This is an optimization exercise on Yosys and OpenROAD, whose aim is small area, not a production implementation.

==> inputs of run B <==
## synth_core
module synth_core (
    input             clk,
    input             rst_n,
    input             play_n,
    input      [9:0]  SW,
    input      [11:0] GPIO_0,
    input             uart_rx,
    output     [31:0] audio_out,
    output     [9:0]  LEDR,
    output     [6:0]  HEX0,
    output     [6:0]  HEX1,
    output     [6:0]  HEX2
);
    wire rst = ~rst_n;
    wire [7:0]  rx_byte;
    wire [2:0]  bidx;
    wire        flip, new_bit;
    sc_uart uart (
        .clk(clk), .rst(rst), .uart_rx(uart_rx), .rx_byte(rx_byte), .bidx(bidx),
        .flip(flip), .new_bit(new_bit), .LEDR(LEDR), .HEX0(HEX0), .HEX1(HEX1),
        .HEX2(HEX2));
    wire [11:0] song_sel;
    sc_song song (.clk(clk), .rst(rst), .play_n(play_n), .song_sel(song_sel));
    wire [11:0] nsel = SW[0] ? song_sel : GPIO_0;
    wire [419:0] mainv;
    wire         bvalid;
    sc_bend bend (
        .clk(clk), .rst(rst), .flip(flip), .new_bit(new_bit), .rx_byte(rx_byte),
        .bidx(bidx), .mainv(mainv), .bvalid(bvalid));
    wire [17:0] m4_0 = mainv[17:0];
    wire [16:0] m5_0 = mainv[232:216];
    wire [17:0] m4_1 = mainv[35:18];
    wire [16:0] m5_1 = mainv[249:233];
    wire [17:0] m4_2 = mainv[53:36];
    wire [16:0] m5_2 = mainv[266:250];
    wire [17:0] m4_3 = mainv[71:54];
    wire [16:0] m5_3 = mainv[283:267];
    wire [17:0] m4_4 = mainv[89:72];
    wire [16:0] m5_4 = mainv[300:284];
    wire [17:0] m4_5 = mainv[107:90];
    wire [16:0] m5_5 = mainv[317:301];
    wire [17:0] m4_6 = mainv[125:108];
    wire [16:0] m5_6 = mainv[334:318];
    wire [17:0] m4_7 = mainv[143:126];
    wire [16:0] m5_7 = mainv[351:335];
    wire [17:0] m4_8 = mainv[161:144];
    wire [16:0] m5_8 = mainv[368:352];
  ...
==> module sc_voice, before the edit <==
module sc_voice #(
    parameter [18:0] D4 = 19'd0,
    parameter [18:0] D5 = 19'd0
) (
    input        clk,
    input        rst,
    input [17:0] m4,
    input [16:0] m5,
    input        neg,
    input        oct4,
    input        octon,
    input        bend,
    input        bvalid,
    input        en,
    input [1:0]  wsel,
    output       cmp
);
    wire [18:0] b4    = {neg, neg | m4[17], m4[16:0]};
    wire [18:0] b5    = {neg, neg, m5};
    wire [18:0] bentv = oct4 ? b4 : b5;
    wire [18:0] dbl   = oct4 ? {D4[17:0], 1'b0} : {D5[17:0], 1'b0};
    wire [18:0] plain = oct4 ? D4 : D5;
    wire [18:0] dp    = (en & octon) ? (bend ? (bvalid ? bentv : dbl) : plain) : 19'd0;
    wire [18:0] thr   = (wsel == 2'b01) ? {1'b0, dp[18:1]} :
                        (wsel == 2'b11) ? {2'b00, dp[18:2]} : dp;
    reg  [18:0] ph;
    wire [18:0] a1 = {1'b0, ph[18:1]};
    wire [19:0] c1, c2;    
    assign c1[0] = 1'b0;
    assign c2[0] = 1'b0;
    genvar k;
    generate
        for (k = 0; k < 19; k = k + 1) begin : cmp_
            assign c1[k+1] = (~a1[k] & dp[k])  | ((~a1[k] | dp[k])  & c1[k]);
            assign c2[k+1] = (~ph[k] & thr[k]) | ((~ph[k] | thr[k]) & c2[k]);
        end
    endgenerate
    wire clr = ~c1[19];    
    always @(posedge clk)
        ph <= (rst | clr) ? 19'd0 : ph + 19'd1;
    assign cmp = c2[19];
endmodule
clock: 45.0 ns
lec_check: 0
abc_area: 1
cap_margin: 20
core_margin: 2
core_utilization: 55
cts_buf_list: sky130_fd_sc_hd__clkbuf_4
gpl_timing_driven: 0
place_density: 0.65
slew_margin: 20
run.sh (not shown) runs the stock make flow with config.mk's settings and CLKGATE_MAP_FILE= SYNTH_SCRIPT=/design/flow/synth_recipe.tcl, a recipe that flattens the netlist after the stock synthesis.
==> inputs of run R, as changes to run B <==
--- a/flow/design.v
+++ b/flow/design.v
@@ -250,5 +250,6 @@
     wire [18:0] dbl   = oct4 ? {D4[17:0], 1'b0} : {D5[17:0], 1'b0};
     wire [18:0] plain = oct4 ? D4 : D5;
-    wire [18:0] dp    = (en & octon) ? (bend ? (bvalid ? bentv : dbl) : plain) : 19'd0;
+    wire        act   = en & octon;
+    wire [18:0] dp    = bend ? (bvalid ? bentv : dbl) : plain;
     wire [18:0] thr   = (wsel == 2'b01) ? {1'b0, dp[18:1]} :
                         (wsel == 2'b11) ? {2'b00, dp[18:2]} : dp;
@@ -265,8 +266,8 @@
         end
     endgenerate
-    wire clr = ~c1[19];    
+    wire clr = ~act | ~c1[19];    
     always @(posedge clk)
         ph <= (rst | clr) ? 19'd0 : ph + 19'd1;
-    assign cmp = c2[19];
+    assign cmp = act & c2[19];
 endmodule
 module sc_filter (
==> flow/flow/run.sh (new file) <==
#!/bin/bash
# Own layout flow: the standard flow (standard.sh) unchanged, except that
# the synthesis maps logic with a stronger ABC area script
# (flow/abc_area_own.script). The synthesis script is the standard flow's
# synth_recipe.tcl, with Yosys's abc command wrapped so that it reads that
# script; every other step, and the registers, are the standard flow's.
set -euo pipefail
W=$(pwd)
cp flow/abc_area_own.script "$W/abc_area_own.script"
{
  echo 'proc abc {args} {'
  echo '  set i [lsearch -exact $args -script]'
  echo "  if {\$i >= 0} { lset args [expr {\$i + 1}] {$W/abc_area_own.script} }"
  echo '  yosys abc {*}$args'
  echo '}'
  cat synth_recipe.tcl
} > "$W/own_synth.tcl"
sed "s#SYNTH_SCRIPT=[^ ]*#SYNTH_SCRIPT=$W/own_synth.tcl#" standard.sh > "$W/own_standard.sh"
grep -q "SYNTH_SCRIPT=$W/own_synth.tcl" "$W/own_standard.sh"
bash "$W/own_standard.sh" > "$W/own_flow_make.log" 2>&1
test -s out/final.def
==> flow/flow/abc_area_own.script (new file) <==
strash
balance; rewrite; refactor; balance; rewrite; rewrite -z; balance; refactor -z; rewrite -z; balance
balance; rewrite; refactor; balance; rewrite; rewrite -z; balance; refactor -z; rewrite -z; balance
dch -f
amap
strash
dch -f
amap
topo
==> flow/standard.sh (new file) <==
#!/bin/bash
# synth_recipe.tcl (not shown) runs the flow's synth.tcl, then flattens the netlist and writes it again
# the make line also repeats each setting of config.mk as NAME=value (left out here)
make -C /OpenROAD-flow-scripts/flow DESIGN_CONFIG=/design/flow/config.mk WORK_HOME=/design/flow/orfs CLKGATE_MAP_FILE= SYNTH_SCRIPT=/design/flow/synth_recipe.tcl "${@:-finish}"
--- a/flow/config.mk
+++ b/flow/config.mk
@@ -10,6 +10,4 @@
 export CORE_MARGIN = 2
 export CORE_UTILIZATION = 55
-export CTS_BUF_LIST = sky130_fd_sc_hd__clkbuf_4
-export GPL_TIMING_DRIVEN = 0
 export PLACE_DENSITY = 0.65
 export SLEW_MARGIN = 20
removed: flow/run.sh
==> notes <==
Run R produced a clean layout. Run B finished with timing, DRC and antenna clean. In run R the first-iteration DRC count is lower than in run B, by about 26%. Between run B and run R, the lower synthesized cell count is in run R (gap 21%, measured against run R). Against run B, the worst hold slack of run R is higher by 0.047 ns. Between run B and run R, the lower final cell count is in run R (gap 22%, measured against run R). In run R the non-clock buffer count is lower than in run B, by 208.
No functional check of the RTL was part of any run of this note.

what the ideal ports hide:
No port has a modelled driver above. Below, the same layouts with a new extraction and two added sets of constraints.
Step 1 (the two cells are an assumption about what drives the block):
set clk [get_ports {clk}]
set_driving_cell -lib_cell sky130_fd_sc_hd__clkbuf_16 $clk
set_driving_cell -lib_cell sky130_fd_sc_hd__buf_2 [delete_from_list [all_inputs] $clk]
Step 2, shift: input delay + t, output delay - t, t = (earliest + latest rising clock arrival at the registers) / 2. This alone moves slack from input paths to output paths.
a / b / c = ideal ports / drivers / drivers and shift; a / b = the first two.
| run | t, ns | slack for setup (ns) | worst setup path after step 2 | worst register clock-pin slew, ns | cell pins on the clock port's net |
|---|---|---|---|---|---|
| run B | 1.229 | 20.280 / 20.287 / 19.058 | input to register | 0.08 / 0.08 | 1 |
| run R | 0.810 | 19.085 / 19.126 / 18.315 | input to register | 0.07 / 0.07 | 1 |
After both steps setup and hold are still met in every run listed. The setup slack of run B, which loses most, moves by +0.007 ns with the drivers and by -1.222 ns with both steps.
